This is an optimization exercise on Yosys and OpenROAD, whose aim is small area and a short achievable clock period, not a production implementation.
At most, simulation tests tie the RTL to the original design; equivalence was not proved.
Function not checked in run 2: the RTL went through the layout flow alone.

==> flow/design.v, too long to show whole: its modules and the start of the top module <==
// module fir_fa: 10 lines
// module fir_filter: 2026 lines
module fir_filter (
    input wire clk,
    input wire rst,
    input wire valid_in,
    input wire load,
    input wire [63:0] coeff_in,
    input wire [15:0] signal_in,
    output reg valid_out,
    output reg [31:0] signal_out
);
  // ...
==> flow/flow/run.sh <==
#!/bin/bash
# Own layout flow: the standard layout (standard.sh), with smaller port
# buffers and stronger drivers on the registers that feed the partial products.
set -euo pipefail
here=$(pwd)
export FIX_FANOUT=6
export FIX_MARGIN=2.3
bash standard.sh finish \
  "BUFFER_PORTS_ARGS=-buffer_cell sky130_fd_sc_hd__buf_2" \
  "POST_RESIZE_TCL=$here/flow/post_resize.tcl" \
  "SETUP_SLACK_MARGIN=2.3" "SETUP_MOVE_SEQUENCE=sizeup,swap" \
  > "$here/standard.log" 2>&1
==> flow/flow/post_resize.tcl <==
# Give the registers that drive the partial products (16 or more loads each)
# a stronger output: a larger flip-flop where the library has one, else a buffer.
set nfix 0
foreach inst [get_cells *] {
  set ref [get_property $inst ref_name]
  if {![string match "sky130_fd_sc_hd__*df*" $ref]} { continue }
  set q [get_pins -quiet [get_full_name $inst]/Q]
  if {[llength $q] == 0} { continue }
  set net [get_nets -of_objects $q]
  set loads [get_pins -of_objects $net -filter "direction==input"]
  if {[llength $loads] < $::env(FIX_FANOUT)} { continue }
  if {$ref eq "sky130_fd_sc_hd__dfrtp_1"} {
    replace_cell $inst sky130_fd_sc_hd__dfrtp_4
  } elseif {$ref eq "sky130_fd_sc_hd__dfxtp_1"} {
    replace_cell $inst sky130_fd_sc_hd__dfxtp_4
  } else {
    insert_buffer -buffer_cell sky130_fd_sc_hd__buf_4 -net [get_full_name $net]
  }
  incr nfix
}
puts "post_resize: strengthened $nfix register outputs"
if {[info exists ::env(FIX_MARGIN)]} {
  estimate_parasitics -placement
  repair_timing -setup -setup_margin $::env(FIX_MARGIN) -sequence "sizeup,swap" -skip_buffering -match_cell_footprint -verbose
}
==> flow/standard.sh <==
#!/bin/bash
# synth_recipe.tcl (not shown) runs the flow's synth.tcl, then flattens the netlist and writes it again
# the make line also repeats each setting of config.mk as NAME=value (left out here)
make -C /OpenROAD-flow-scripts/flow DESIGN_CONFIG=/design/flow/config.mk WORK_HOME=/design/flow/orfs CLKGATE_MAP_FILE= SYNTH_SCRIPT=/design/flow/synth_recipe.tcl "${@:-finish}"
==> flow/config.mk <==
export PLATFORM = sky130hd
export DESIGN_NAME = fir_filter
export DESIGN_NICKNAME = fir_filter
export VERILOG_FILES = /design/flow/design.v
export SDC_FILE = /design/flow/constraint.sdc
export NUM_CORES = 4
export LEC_CHECK = 0
export CAP_MARGIN = 20
export CORE_MARGIN = 2
export CORE_UTILIZATION = 40
export CTS_CLUSTER_DIAMETER = 80
export CTS_CLUSTER_SIZE = 30
export SLEW_MARGIN = 20
export SYNTH_HIERARCHICAL = 1
==> flow/constraint.sdc <==
create_clock -name core_clock -period 6.5 [get_ports {clk}]
set_input_delay 1.3000 -clock core_clock [delete_from_list [all_inputs] [get_ports {clk}]]
set_output_delay 1.3000 -clock core_clock [all_outputs]
set_load 0.01 [all_outputs]
==> flow_summary.json, run 1 <==
{
  "drt_iter0_markers": 2752,
  "syn_inst": 2920,
  "gp_congestion": 0.993,
  "syn_area_mm2": 0.0350,
  "status": "complete, no violations",
  "cts_buffer_depth": 3,
  "final_cell_mix": "nand2_1, fa_1, edfxtp_1",
  "largest_class": "multi-input gates",
  "core_area_mm2": 0.0868,
  "r2r_cells": 11,
  "fin_tns_setup_ns": 0,
  "synth-adder-area-share_pct": 56.9,
  "cts_max_level": 1,
  "end_kind": "flip-flop",
  "avgSynthCellArea_um2": 12.0,
  "top_usage_layer": "met1",
  "grt_pass1_vias": 25400,
  "cts_sinks": 284,
  "worstReg2RegStart": "mid[56]$_DFFE_PP_",
  "r2r_end": "signal_out[31]$_SDFF_PN0_",
  "hpwl_um": 93100,
  "period_minus_slack_ns": 4.20,
  "grtUsageMet3_pct": 13.5,
  "setup_violations": 0
}
==> inputs of run 2 (changes only) <==
--- a/flow/design.v
+++ b/flow/design.v
@@ -3,88 +3,93 @@
     input wire b,
     input wire ci,
     output wire s,
     output wire co
 );
     assign s = a ^ b ^ ci;
     assign co = (a & b) | (a & ci) | (b & ci);
 endmodule
+module fir_ha (
+    input wire a,
+    input wire b,
+    output wire s,
+    output wire co
+);
+    assign s = a ^ b;
+    assign co = a & b;
+endmodule
 module fir_filter (
     input wire clk,
     input wire rst,
     input wire valid_in,
     input wire load,
     input wire [63:0] coeff_in,
     input wire [15:0] signal_in,
     output reg valid_out,
     output reg [31:0] signal_out
 );
     reg [15:0] c0, c1, c2, c3;
     reg [15:0] x0, x1, x2, x3;
     reg [120:0] mid;
-    reg loaded, loaded_mid;
-    always @(posedge clk) begin
-        if (load) begin
+    reg started;
+    always @(posedge clk or posedge rst) begin
+        if (rst) begin
+            c0 <= 16'd0;
+            c1 <= 16'd0;
+            c2 <= 16'd0;
+            c3 <= 16'd0;
+        end else if (load) begin
             c0 <= coeff_in[15:0];
             c1 <= coeff_in[31:16];
             c2 <= coeff_in[47:32];
             c3 <= coeff_in[63:48];
         end
     end
     always @(posedge clk or posedge rst) begin
         if (rst) begin
-            loaded <= 1'b0;
-            loaded_mid <= 1'b0;
-        end else begin
-            if (load)
-                loaded <= 1'b1;
-            if (valid_in)
-                loaded_mid <= loaded;
-        end
-    end
-    always @(posedge clk or posedge rst) begin
-        if (rst) begin
             x0 <= 16'd0;
             x1 <= 16'd0;
             x2 <= 16'd0;
             x3 <= 16'd0;
+            started <= 1'b0;
             valid_out <= 1'b0;
         end else begin
             if (valid_in) begin
                 x0 <= signal_in;
                 x1 <= x0;
                 x2 <= x1;
                 x3 <= x2;
+                started <= 1'b1;
             end
             valid_out <= valid_in;
         end
     end
     wire [255:0] pp0, pp1, pp2, pp3;
     genvar ga, gb;
     generate
         for (ga = 0; ga < 16; ga = ga + 1) begin : g_a
             for (gb = 0; gb < 16; gb = gb + 1) begin : g_b
-                assign pp0[ga*16+gb] = ~(c0[ga] & x0[gb]);
-                assign pp1[ga*16+gb] = ~(c1[ga] & x1[gb]);
-                assign pp2[ga*16+gb] = ~(c2[ga] & x2[gb]);
-                assign pp3[ga*16+gb] = ~(c3[ga] & x3[gb]);
+                assign pp0[ga*16+gb] = c0[ga] & x0[gb];
+                assign pp1[ga*16+gb] = c1[ga] & x1[gb];
+                assign pp2[ga*16+gb] = c2[ga] & x2[gb];
+                assign pp3[ga*16+gb] = c3[ga] & x3[gb];
             end
         end
     endgenerate
     wire fs1, fc2;
     fir_fa u_fa1 (.a(pp0[0]), .b(pp1[0]), .ci(pp2[0]), .s(fs1), .co(fc2));
     wire fs3, fc4;
     fir_fa u_fa2 (.a(pp0[16]), .b(pp0[1]), .ci(pp1[16]), .s(fs3), .co(fc4));
     wire fs5, fc6;
     fir_fa u_fa3 (.a(pp1[1]), .b(pp2[16]), .ci(pp2[1]), .s(fs5), .co(fc6));
     wire fs7, fc8;
     fir_fa u_fa4 (.a(pp3[16]), .b(pp3[1]), .ci(fc2), .s(fs7), .co(fc8));
     wire hs9, hc10;
-    fir_fa u_ha1 (.a(fs3), .b(fs5), .ci(1'b1), .s(hs9), .co(hc10));
+    fir_ha u_ha1 (.a(fs3), .b(fs5), .s(hs9), .co(hc10));
     wire fs11, fc12;
     fir_fa u_fa5 (.a(pp0[17]), .b(pp0[2]), .ci(pp0[32]), .s(fs11), .co(fc12));
     wire fs13, fc14;
     fir_fa u_fa6 (.a(pp1[17]), .b(pp1[2]), .ci(pp1[32]), .s(fs13), .co(fc14));
     wire fs15, fc16;
     fir_fa u_fa7 (.a(pp2[17]), .b(pp2[2]), .ci(pp2[32]), .s(fs15), .co(fc16));
     wire fs17, fc18;
     fir_fa u_fa8 (.a(pp3[17]), .b(pp3[2]), .ci(pp3[32]), .s(fs17), .co(fc18));
@@ -110,17 +115,17 @@
     fir_fa u_fa18 (.a(fc16), .b(fc18), .ci(fs25), .s(fs37), .co(fc38));
     wire fs39, fc40;
     fir_fa u_fa19 (.a(fs27), .b(fs29), .ci(fs31), .s(fs39), .co(fc40));
     wire fs41, fc42;
     fir_fa u_fa20 (.a(fs33), .b(fc20), .ci(fc22), .s(fs41), .co(fc42));
     wire fs43, fc44;
     fir_fa u_fa21 (.a(fs35), .b(fs37), .ci(fs39), .s(fs43), .co(fc44));
     wire hs45, hc46;
-    fir_fa u_ha2 (.a(fc24), .b(fs41), .ci(1'b1), .s(hs45), .co(hc46));
+    fir_ha u_ha2 (.a(fc24), .b(fs41), .s(hs45), .co(hc46));
     wire fs47, fc48;
     fir_fa u_fa22 (.a(pp0[19]), .b(pp0[34]), .ci(pp0[49]), .s(fs47), .co(fc48));
     wire fs49, fc50;
     fir_fa u_fa23 (.a(pp0[4]), .b(pp0[64]), .ci(pp1[19]), .s(fs49), .co(fc50));
     wire fs51, fc52;
     fir_fa u_fa24 (.a(pp1[34]), .b(pp1[49]), .ci(pp1[4]), .s(fs51), .co(fc52));
     wire fs53, fc54;
     fir_fa u_fa25 (.a(pp1[64]), .b(pp2[19]), .ci(pp2[34]), .s(fs53), .co(fc54));
@@ -140,17 +145,17 @@
     fir_fa u_fa32 (.a(fs57), .b(fc36), .ci(fc38), .s(fs67), .co(fc68));
     wire fs69, fc70;
     fir_fa u_fa33 (.a(fc40), .b(fs59), .ci(fs61), .s(fs69), .co(fc70));
     wire fs71, fc72;
     fir_fa u_fa34 (.a(fs63), .b(fs65), .ci(fc42), .s(fs71), .co(fc72));
     wire fs73, fc74;
     fir_fa u_fa35 (.a(fc44), .b(fs67), .ci(fs69), .s(fs73), .co(fc74));
     wire hs75, hc76;
-    fir_fa u_ha3 (.a(hc46), .b(fs71), .ci(1'b1), .s(hs75), .co(hc76));
+    fir_ha u_ha3 (.a(hc46), .b(fs71), .s(hs75), .co(hc76));
     wire fs77, fc78;
     fir_fa u_fa36 (.a(pp0[20]), .b(pp0[35]), .ci(pp0[50]), .s(fs77), .co(fc78));
     wire fs79, fc80;
     fir_fa u_fa37 (.a(pp0[5]), .b(pp0[65]), .ci(pp0[80]), .s(fs79), .co(fc80));
     wire fs81, fc82;
     fir_fa u_fa38 (.a(pp1[20]), .b(pp1[35]), .ci(pp1[50]), .s(fs81), .co(fc82));
     wire fs83, fc84;
     fir_fa u_fa39 (.a(pp1[5]), .b(pp1[65]), .ci(pp1[80]), .s(fs83), .co(fc84));
@@ -178,17 +183,17 @@
     fir_fa u_fa50 (.a(fs93), .b(fs95), .ci(fs97), .s(fs105), .co(fc106));
     wire fs107, fc108;
     fir_fa u_fa51 (.a(fs99), .b(fc68), .ci(fc70), .s(fs107), .co(fc108));
     wire fs109, fc110;
     fir_fa u_fa52 (.a(fs101), .b(fs103), .ci(fs105), .s(fs109), .co(fc110));
     wire fs111, fc112;
     fir_fa u_fa53 (.a(fc72), .b(fc74), .ci(fs107), .s(fs111), .co(fc112));
     wire hs113, hc114;
-    fir_fa u_ha4 (.a(fs109), .b(hc76), .ci(1'b1), .s(hs113), .co(hc114));
+    fir_ha u_ha4 (.a(fs109), .b(hc76), .s(hs113), .co(hc114));
     wire fs115, fc116;
     fir_fa u_fa54 (.a(pp0[21]), .b(pp0[36]), .ci(pp0[51]), .s(fs115), .co(fc116));
     wire fs117, fc118;
     fir_fa u_fa55 (.a(pp0[66]), .b(pp0[6]), .ci(pp0[81]), .s(fs117), .co(fc118));
     wire fs119, fc120;
     fir_fa u_fa56 (.a(pp0[96]), .b(pp1[21]), .ci(pp1[36]), .s(fs119), .co(fc120));
     wire fs121, fc122;
     fir_fa u_fa57 (.a(pp1[51]), .b(pp1[66]), .ci(pp1[6]), .s(fs121), .co(fc122));
@@ -1876,95 +1881,95 @@
     fir_fa u_fa898 (.a(fs1799), .b(fc1786), .ci(fc1788), .s(fs1803), .co(fc1804));
     wire fs1805, fc1806;
     fir_fa u_fa899 (.a(fs1801), .b(fc1790), .ci(fc1792), .s(fs1805), .co(fc1806));
     wire fs1807, fc1808;
     fir_fa u_fa900 (.a(fs1803), .b(fc1794), .ci(fs1805), .s(fs1807), .co(fc1808));
     wire fs1809, fc1810;
     fir_fa u_fa901 (.a(fc1800), .b(fc1802), .ci(fc1804), .s(fs1809), .co(fc1810));
     wire hs1811, hc1812;
-    fir_fa u_ha5 (.a(fc1806), .b(fs1809), .ci(1'b1), .s(hs1811), .co(hc1812));
+    fir_ha u_ha5 (.a(fc1806), .b(fs1809), .s(hs1811), .co(hc1812));
     wire fs1813, fc1814;
     fir_fa u_fa902 (.a(mid[12]), .b(mid[13]), .ci(mid[14]), .s(fs1813), .co(fc1814));
     wire hs1815, hc1816;
-    fir_fa u_ha6 (.a(mid[15]), .b(mid[16]), .ci(1'b1), .s(hs1815), .co(hc1816));
+    fir_ha u_ha6 (.a(mid[15]), .b(mid[16]), .s(hs1815), .co(hc1816));
     wire fs1817, fc1818;
     fir_fa u_fa903 (.a(mid[17]), .b(mid[18]), .ci(mid[19]), .s(fs1817), .co(fc1818));
     wire hs1819, hc1820;
-    fir_fa u_ha7 (.a(mid[20]), .b(hc1816), .ci(1'b1), .s(hs1819), .co(hc1820));
+    fir_ha u_ha7 (.a(mid[20]), .b(hc1816), .s(hs1819), .co(hc1820));
     wire fs1821, fc1822;
     fir_fa u_fa904 (.a(mid[21]), .b(mid[22]), .ci(mid[23]), .s(fs1821), .co(fc1822));
     wire hs1823, hc1824;
-    fir_fa u_ha8 (.a(fc1818), .b(fs1821), .ci(1'b1), .s(hs1823), .co(hc1824));
+    fir_ha u_ha8 (.a(fc1818), .b(fs1821), .s(hs1823), .co(hc1824));
     wire fs1825, fc1826;
     fir_fa u_fa905 (.a(mid[24]), .b(mid[25]), .ci(mid[26]), .s(fs1825), .co(fc1826));
     wire hs1827, hc1828;
-    fir_fa u_ha9 (.a(fc1822), .b(fs1825), .ci(1'b1), .s(hs1827), .co(hc1828));
+    fir_ha u_ha9 (.a(fc1822), .b(fs1825), .s(hs1827), .co(hc1828));
     wire fs1829, fc1830;
     fir_fa u_fa906 (.a(mid[27]), .b(mid[28]), .ci(mid[29]), .s(fs1829), .co(fc1830));
     wire fs1831, fc1832;
     fir_fa u_fa907 (.a(mid[30]), .b(mid[31]), .ci(fc1826), .s(fs1831), .co(fc1832));
     wire hs1833, hc1834;
-    fir_fa u_ha10 (.a(fs1829), .b(hc1828), .ci(1'b1), .s(hs1833), .co(hc1834));
+    fir_ha u_ha10 (.a(fs1829), .b(hc1828), .s(hs1833), .co(hc1834));
     wire fs1835, fc1836;
     fir_fa u_fa908 (.a(mid[32]), .b(mid[33]), .ci(mid[34]), .s(fs1835), .co(fc1836));
     wire fs1837, fc1838;
     fir_fa u_fa909 (.a(mid[35]), .b(fc1830), .ci(fs1835), .s(fs1837), .co(fc1838));
     wire hs1839, hc1840;
-    fir_fa u_ha11 (.a(fc1832), .b(fs1837), .ci(1'b1), .s(hs1839), .co(hc1840));
+    fir_ha u_ha11 (.a(fc1832), .b(fs1837), .s(hs1839), .co(hc1840));
     wire fs1841, fc1842;
     fir_fa u_fa910 (.a(mid[36]), .b(mid[37]), .ci(mid[38]), .s(fs1841), .co(fc1842));
     wire fs1843, fc1844;
     fir_fa u_fa911 (.a(mid[39]), .b(fc1836), .ci(fs1841), .s(fs1843), .co(fc1844));
     wire hs1845, hc1846;
-    fir_fa u_ha12 (.a(fc1838), .b(fs1843), .ci(1'b1), .s(hs1845), .co(hc1846));
+    fir_ha u_ha12 (.a(fc1838), .b(fs1843), .s(hs1845), .co(hc1846));
     wire fs1847, fc1848;
     fir_fa u_fa912 (.a(mid[40]), .b(mid[41]), .ci(mid[42]), .s(fs1847), .co(fc1848));
     wire fs1849, fc1850;
     fir_fa u_fa913 (.a(mid[43]), .b(mid[44]), .ci(mid[45]), .s(fs1849), .co(fc1850));
     wire fs1851, fc1852;
     fir_fa u_fa914 (.a(fc1842), .b(fs1847), .ci(fs1849), .s(fs1851), .co(fc1852));
     wire hs1853, hc1854;
-    fir_fa u_ha13 (.a(fc1844), .b(fs1851), .ci(1'b1), .s(hs1853), .co(hc1854));
+    fir_ha u_ha13 (.a(fc1844), .b(fs1851), .s(hs1853), .co(hc1854));
     wire fs1855, fc1856;
     fir_fa u_fa915 (.a(mid[46]), .b(mid[47]), .ci(mid[48]), .s(fs1855), .co(fc1856));
     wire fs1857, fc1858;
     fir_fa u_fa916 (.a(mid[49]), .b(mid[50]), .ci(fc1848), .s(fs1857), .co(fc1858));
     wire fs1859, fc1860;
     fir_fa u_fa917 (.a(fc1850), .b(fs1855), .ci(fc1852), .s(fs1859), .co(fc1860));
     wire hs1861, hc1862;
-    fir_fa u_ha14 (.a(fs1857), .b(hc1854), .ci(1'b1), .s(hs1861), .co(hc1862));
+    fir_ha u_ha14 (.a(fs1857), .b(hc1854), .s(hs1861), .co(hc1862));
     wire fs1863, fc1864;
     fir_fa u_fa918 (.a(mid[51]), .b(mid[52]), .ci(mid[53]), .s(fs1863), .co(fc1864));
     wire fs1865, fc1866;
     fir_fa u_fa919 (.a(mid[54]), .b(mid[55]), .ci(fc1856), .s(fs1865), .co(fc1866));
     wire fs1867, fc1868;
     fir_fa u_fa920 (.a(fs1863), .b(fc1858), .ci(fs1865), .s(fs1867), .co(fc1868));
     wire hs1869, hc1870;
-    fir_fa u_ha15 (.a(fc1860), .b(fs1867), .ci(1'b1), .s(hs1869), .co(hc1870));
+    fir_ha u_ha15 (.a(fc1860), .b(fs1867), .s(hs1869), .co(hc1870));
     wire fs1871, fc1872;
     fir_fa u_fa921 (.a(mid[56]), .b(mid[57]), .ci(mid[58]), .s(fs1871), .co(fc1872));
     wire fs1873, fc1874;
     fir_fa u_fa922 (.a(mid[59]), .b(mid[60]), .ci(mid[61]), .s(fs1873), .co(fc1874));
     wire fs1875, fc1876;
     fir_fa u_fa923 (.a(mid[62]), .b(fc1864), .ci(fs1871), .s(fs1875), .co(fc1876));
     wire fs1877, fc1878;
     fir_fa u_fa924 (.a(fs1873), .b(fc1866), .ci(fs1875), .s(fs1877), .co(fc1878));
     wire hs1879, hc1880;
-    fir_fa u_ha16 (.a(fc1868), .b(fs1877), .ci(1'b1), .s(hs1879), .co(hc1880));
+    fir_ha u_ha16 (.a(fc1868), .b(fs1877), .s(hs1879), .co(hc1880));
     wire fs1881, fc1882;
     fir_fa u_fa925 (.a(mid[63]), .b(mid[64]), .ci(mid[65]), .s(fs1881), .co(fc1882));
     wire fs1883, fc1884;
     fir_fa u_fa926 (.a(mid[66]), .b(mid[67]), .ci(mid[68]), .s(fs1883), .co(fc1884));
     wire fs1885, fc1886;
     fir_fa u_fa927 (.a(fc1872), .b(fc1874), .ci(fs1881), .s(fs1885), .co(fc1886));
     wire fs1887, fc1888;
     fir_fa u_fa928 (.a(fs1883), .b(fc1876), .ci(fs1885), .s(fs1887), .co(fc1888));
     wire hs1889, hc1890;
-    fir_fa u_ha17 (.a(fc1878), .b(fs1887), .ci(1'b1), .s(hs1889), .co(hc1890));
+    fir_ha u_ha17 (.a(fc1878), .b(fs1887), .s(hs1889), .co(hc1890));
     wire fs1891, fc1892;
     fir_fa u_fa929 (.a(mid[69]), .b(mid[70]), .ci(mid[71]), .s(fs1891), .co(fc1892));
     wire fs1893, fc1894;
     fir_fa u_fa930 (.a(mid[72]), .b(mid[73]), .ci(fc1882), .s(fs1893), .co(fc1894));
     wire fs1895, fc1896;
     fir_fa u_fa931 (.a(fc1884), .b(fs1891), .ci(fc1886), .s(fs1895), .co(fc1896));
     wire fs1897, fc1898;
     fir_fa u_fa932 (.a(fs1893), .b(fc1888), .ci(fs1895), .s(fs1897), .co(fc1898));
@@ -2016,21 +2021,21 @@
     fir_fa u_fa955 (.a(mid[110]), .b(fc1938), .ci(fs1941), .s(fs1943), .co(fc1944));
     wire fs1945, fc1946;
     fir_fa u_fa956 (.a(mid[111]), .b(mid[112]), .ci(fc1942), .s(fs1945), .co(fc1946));
     wire fs1947, fc1948;
     fir_fa u_fa957 (.a(mid[113]), .b(mid[114]), .ci(mid[115]), .s(fs1947), .co(fc1948));
     wire fs1949, fc1950;
     fir_fa u_fa958 (.a(mid[116]), .b(mid[117]), .ci(mid[118]), .s(fs1949), .co(fc1950));
     wire hs1951, hc1952;
-    fir_fa u_ha18 (.a(mid[119]), .b(mid[120]), .ci(1'b1), .s(hs1951), .co(hc1952));
+    fir_ha u_ha18 (.a(mid[119]), .b(mid[120]), .s(hs1951), .co(hc1952));
     wire [120:0] mid_d = {fc1808, hs1811, fc1798, fs1807, fc1796, fc1780, fs1797, fc1778, fs1779, fc1754, fs1753, fc1722, fs1751, fc1720, fs1721, fc1682, fc1680, fs1719, fs1681, fc1634, fs1679, fc1580, fs1633, fc1578, fs1631, fs1629, fs1579, fc1518, fc1516, fs1577, fs1575, fs1517, fs1515, fc1448, fc1446, fs1447, fc1372, fs1445, fc1370, fc1368, fs1443, fc1288, fs1371, fs1369, fc1286, fs1367, fc1284, fs1287, fc1196, fs1285, fc1194, fs1283, fs1195, fs1193, fc1098, fc1096, fs1191, fs1189, fc994, fs1097, fs1095, fc992, fc990, fs1093, fs1091, fs993, fc884, fs991, fs989, fc882, fs883, fs881, fc774, fc772, fs879, fc672, fs773, fs771, fc670, fs769, fc668, fs671, fc576, fs669, fc574, fs575, fc488, fs573, fs571, fc408, fs487, fc406, fs485, fs483, fs407, fs405, fc334, fs333, fc268, fs331, fc210, fs267, fs265, fc208, fs209, fc158, fs157, hc114, fs155, hs113, fs111, hs75, fs73, hs45, fs43, fs23, fs21, fs7, hs9, fs1, pp3[0]};
     wire [31:0] row_a = {hs1951, fc1948, fs1947, fc1944, fc1940, fs1939, fc1932, fc1926, fc1920, fc1914, fs1913, fc1898, hc1890, hc1880, hc1870, hc1862, fs1859, hc1846, hc1840, hc1834, fs1831, hc1824, hc1820, fs1817, hs1815, fs1813, mid[10], mid[8], mid[6], mid[4], mid[2], mid[0]};
-    wire [31:0] row_b = {fc1950, fs1949, fc1946, fs1945, fs1943, fc1936, fs1935, fs1931, fs1925, fs1919, fc1906, fs1905, fs1897, hs1889, hs1879, hs1869, hs1861, hs1853, hs1845, hs1839, hs1833, hs1827, hs1823, hs1819, fc1814, 1'b1, mid[11], mid[9], mid[7], mid[5], mid[3], mid[1]};
-    wire [32:0] sum_n = {row_a, 1'b1} + {row_b, 1'b1};
+    wire [31:0] row_b = {fc1950, fs1949, fc1946, fs1945, fs1943, fc1936, fs1935, fs1931, fs1925, fs1919, fc1906, fs1905, fs1897, hs1889, hs1879, hs1869, hs1861, hs1853, hs1845, hs1839, hs1833, hs1827, hs1823, hs1819, fc1814, 1'b0, mid[11], mid[9], mid[7], mid[5], mid[3], mid[1]};
+    wire [31:0] sum = row_a + row_b;
     always @(posedge clk) begin
         if (valid_in)
             mid <= mid_d;
     end
     always @(posedge clk) begin
-        signal_out <= loaded_mid ? ~sum_n[32:1] : 32'd0;
+        signal_out <= started ? sum : 32'd0;
     end
 endmodule
==> flow/run.sh (new file) <==
#!/bin/bash
# synth_recipe.tcl (not shown) runs the flow's synth.tcl, then flattens the netlist and writes it again
# the make line also repeats each setting of config.mk as NAME=value (left out here)
make -C /OpenROAD-flow-scripts/flow DESIGN_CONFIG=/design/flow/config.mk WORK_HOME=/design/flow/orfs CLKGATE_MAP_FILE= SYNTH_SCRIPT=/design/flow/synth_recipe.tcl finish
==> flow/config.mk (replaced) <==
export PLATFORM = sky130hd
export DESIGN_NAME = fir_filter
export DESIGN_NICKNAME = fir_filter
export VERILOG_FILES = /design/flow/design.v
export SDC_FILE = /design/flow/constraint.sdc
export NUM_CORES = 4
export LEC_CHECK = 0
export CAP_MARGIN = 20
export CORE_MARGIN = 2
export CORE_UTILIZATION = 40
export SLEW_MARGIN = 20
removed: flow/flow/run.sh
removed: flow/flow/post_resize.tcl
removed: flow/standard.sh
==> flow_summary.json, run 2 <==
{
  "maxCapViolations": 0,
  "end_kind": "flip-flop",
  "worstSetupStartpoint": "c3[9]$_DFFE_PP0P_",
  "grt_pass1_vias": 29000,
  "finalCritPeriodShare_pct": 74.5,
  "cts_made_buffers": 38,
  "cts_tree": "done",
  "top_regs": "mid: 121 flops, signal_out: 32 flops",
  "ios": 117,
  "syn_inst": 3821,
  "syn_area_mm2": 0.0396,
  "avgRoutedWirePerCell_um": 25.3,
  "num_rows": 115,
  "syn2layout_area_growth_pct": 9.06,
  "dieArea_mm2": 0.102,
  "cts_max_level": 2,
  "synth_top_area_share_pct": 48.4,
  "nFillCells": 9378,
  "clkLatencyLatePin_ns": 0.59,
  "die_h_um": 319,
  "max_slew.worst_pin.slew_ns": 1.13,
  "gp_congestion": 0.949,
  "io_buffers": 116,
  "layout_commonest_cell": "fa_1",
  "r2r_end": "mid[39]$_DFFE_PP_",
  "async_flop_share_pct": 45.9,
  "detail-route-antenna-nets": 0,
  "wl_um": 131000,
  "post-cts-setup-buffers": 0,
  "clk_pin_slew_ns": 0.06,
  "fin_nets": 4936,
  "yosysTopAreaCell": "fa_1",
  "r2r_cells": 8,
  "setup_violations": 0,
  "synth_commonest_cells": "fa_1, inv_1, nand2_1",
  "grt_util_all_layers_pct": 26.7,
  "cts_sinks": 283,
  "grt_antenna_before_repair": 2,
  "drt_iter0_markers": 2547,
  "yosysMostFrequentCell": "fa_1",
  "period_minus_slack_ns": 4.84,
  "start_util_pct": 40.3,
  "yosysSeqAreaShare_pct": 19.0,
  "grt_max_degree": 103,
  "globalRoute.totalOverflow": 0,
  "vias_per_cell": 5.19,
  "slew_headroom_pct": 24.4,
  "ctsHoldBuffers": 0,
  "avgSynthCellArea_um2": 10.4,
  "dr.pass1.iters": 5,
  "synth_seq_cells": 283,
  "largest_register_ffs": 121,
  "place_ws_ns": 1.71,
  "grt_first_pass_wirelength_um": 196000,
  "final_cell_mix": "fa_1, inv_1, nand2_1",
  "status": "complete, no violations",
  "setup_slack_ns": 1.66,
  "fmaxAchievable_mhz": 207,
  "path_max_fanout": 17,
  "timing.hold.ws_ns": 0.515,
  "vias": 26800,
  "crit_path_end": "mid[39]$_DFFE_PP_",
  "detail_route.drc_violations": 0,
  "final_max_slew_viol_count": 0,
  "ys.flop_type": "dfrtp_1",
  "drive_above_1_share_pct": 5.94,
  "arrival_ns": 5.15,
  "synth_cell_types": 46,
  "hold_path_class": "flip-flop to flip-flop",
  "place_area_mm2": 0.0420,
  "synth_area_leaders": "fa_1, edfxtp_1, inv_1",
  "top_register": "mid",
  "critical_path_class": "flip-flop to flip-flop",
  "hold_viol_final": 0,
  "cts_buffer_depth": 3,
  "synth_edf_count": 121,
  "worstPathRequired_ns": 6.81,
  "fin_area_mm2": 0.0432,
  "worstReg2RegStart": "c3[9]$_DFFE_PP0P_",
  "yosys_warnings": 1,
  "root_buffer": "clkbuf_16",
  "die_x_um": 319,
  "core_area_mm2": 0.0983,
  "cts_resized": 0,
  "fin_worst_skew_ns": 0.0295,
  "rsz0062_at_grt": "false",
  "r2r_setup_slack_ns": 1.66,
  "crit_path_start_kind": "flip-flop",
  "hpwl_um": 103000,
  "fin_tns_setup_ns": 0
}
-- run 2: kinds of logic after synthesis --
family / synth area share [%]
adders and majority gates: 49.9
AOI/OAI and AO/OA: 1.71
muxes: 3.89
DFF: 19.0
xor gates and xnor gates: 0.420
and+or+nand+nor: 14.5
buffers and inverters: 10.6
-- run 2: worst min path at each step --
| stage | from | end | cells after the start | slack, ns |
|---|---|---|---|---|
| detailed placement | x2[3]$_DFFE_PP0P_ | x2[3]$_DFFE_PP0P_ | 1 | 0.50 |
| floorplan | mid[1]$_DFFE_PP_ | signal_out[0]$_SDFF_PN0_ | 2 | 0.54 |
| finish | x2[3]$_DFFE_PP0P_ | x2[3]$_DFFE_PP0P_ | 1 | 0.52 |
| CTS | x2[3]$_DFFE_PP0P_ | x2[3]$_DFFE_PP0P_ | 1 | 0.52 |
| global route | x2[3]$_DFFE_PP0P_ | x2[3]$_DFFE_PP0P_ | 1 | 0.52 |
| global placement | x2[3]$_DFFE_PP0P_ | x2[3]$_DFFE_PP0P_ | 1 | 0.49 |
-- run 2: critical path, stage by stage, from the launching register on --
cell     delay (ns)
dfrtp_1        1.08
nand2_1        0.20
fa_1           0.61
fa_1           0.48
fa_1           0.52
fa_1           0.56
fa_1           0.57
inv_1          0.06
fa_1           0.47
-- run 2: layout make-up --
cell class | instances | area (um^2) | area share [%]
diodes | 1 | 2.50 | 0.00579
clock buffers | 48 | 1040 | 2.40
inverters | 951 | 3570 | 8.27
multi-input cells | 2427 | 27900 | 64.6
repair buffers | 147 | 1410 | 3.26
clock inverters | 19 | 146 | 0.339
flip-flops and latches | 283 | 7530 | 17.4
well taps | 1287 | 1610 | 3.73
-- run 2: through the flow --
stage / instances / utilization, %
after floorplan: 3821 / -
after global routing: 5162 / 44.0
after CTS: 5162 / 44.0
after detailed placement: 5095 / 42.7
final: 5163 / 44.0
after global placement: 5095 / 42.7
-- run 2: layer usage --
layer | routed length [um] | up-vias | global-route usage [%]
met5 | 27 | - | 0
met4 | 4580 | 4 | 7.93
met3 | 16900 | 296 | 9.44
met2 | 56400 | 1498 | 39.9
met1 | 52900 | 14000 | 36.5
li1 | - | 11000 | -

-- separate check: timing with driven ports --
How much do the figures lean on ideal ports? The routed layouts below were timed once more, with nothing changed but the port constraints. Step 1 (the two cells are an assumption about what drives the block):
set clk [get_ports {clk}]
set_driving_cell -lib_cell sky130_fd_sc_hd__clkbuf_16 $clk
set_driving_cell -lib_cell sky130_fd_sc_hd__buf_2 [delete_from_list [all_inputs] $clk]
Step 2 times the ports against the registers' clock, not the clock port: input delays grow and output delays shrink by t, the midpoint of the rising clock arrivals with the driver on. a / b / c = ideal / step 1 / step 2; a / b = the first two.
| run | t (ns) | slack for setup (ns) | latest minus earliest clock arrival (ns) | worst data-port slew with drivers (ns) |
|---|---|---|---|---|
| run 1 | 0.686 | 2.300 / 2.300 / 2.300 | 0.036 / 0.036 | 0.07 |
| run 2 | 0.641 | 1.661 / 1.661 / 1.661 | 0.029 / 0.029 | 0.09 |
After both steps every run listed still meets setup and hold.
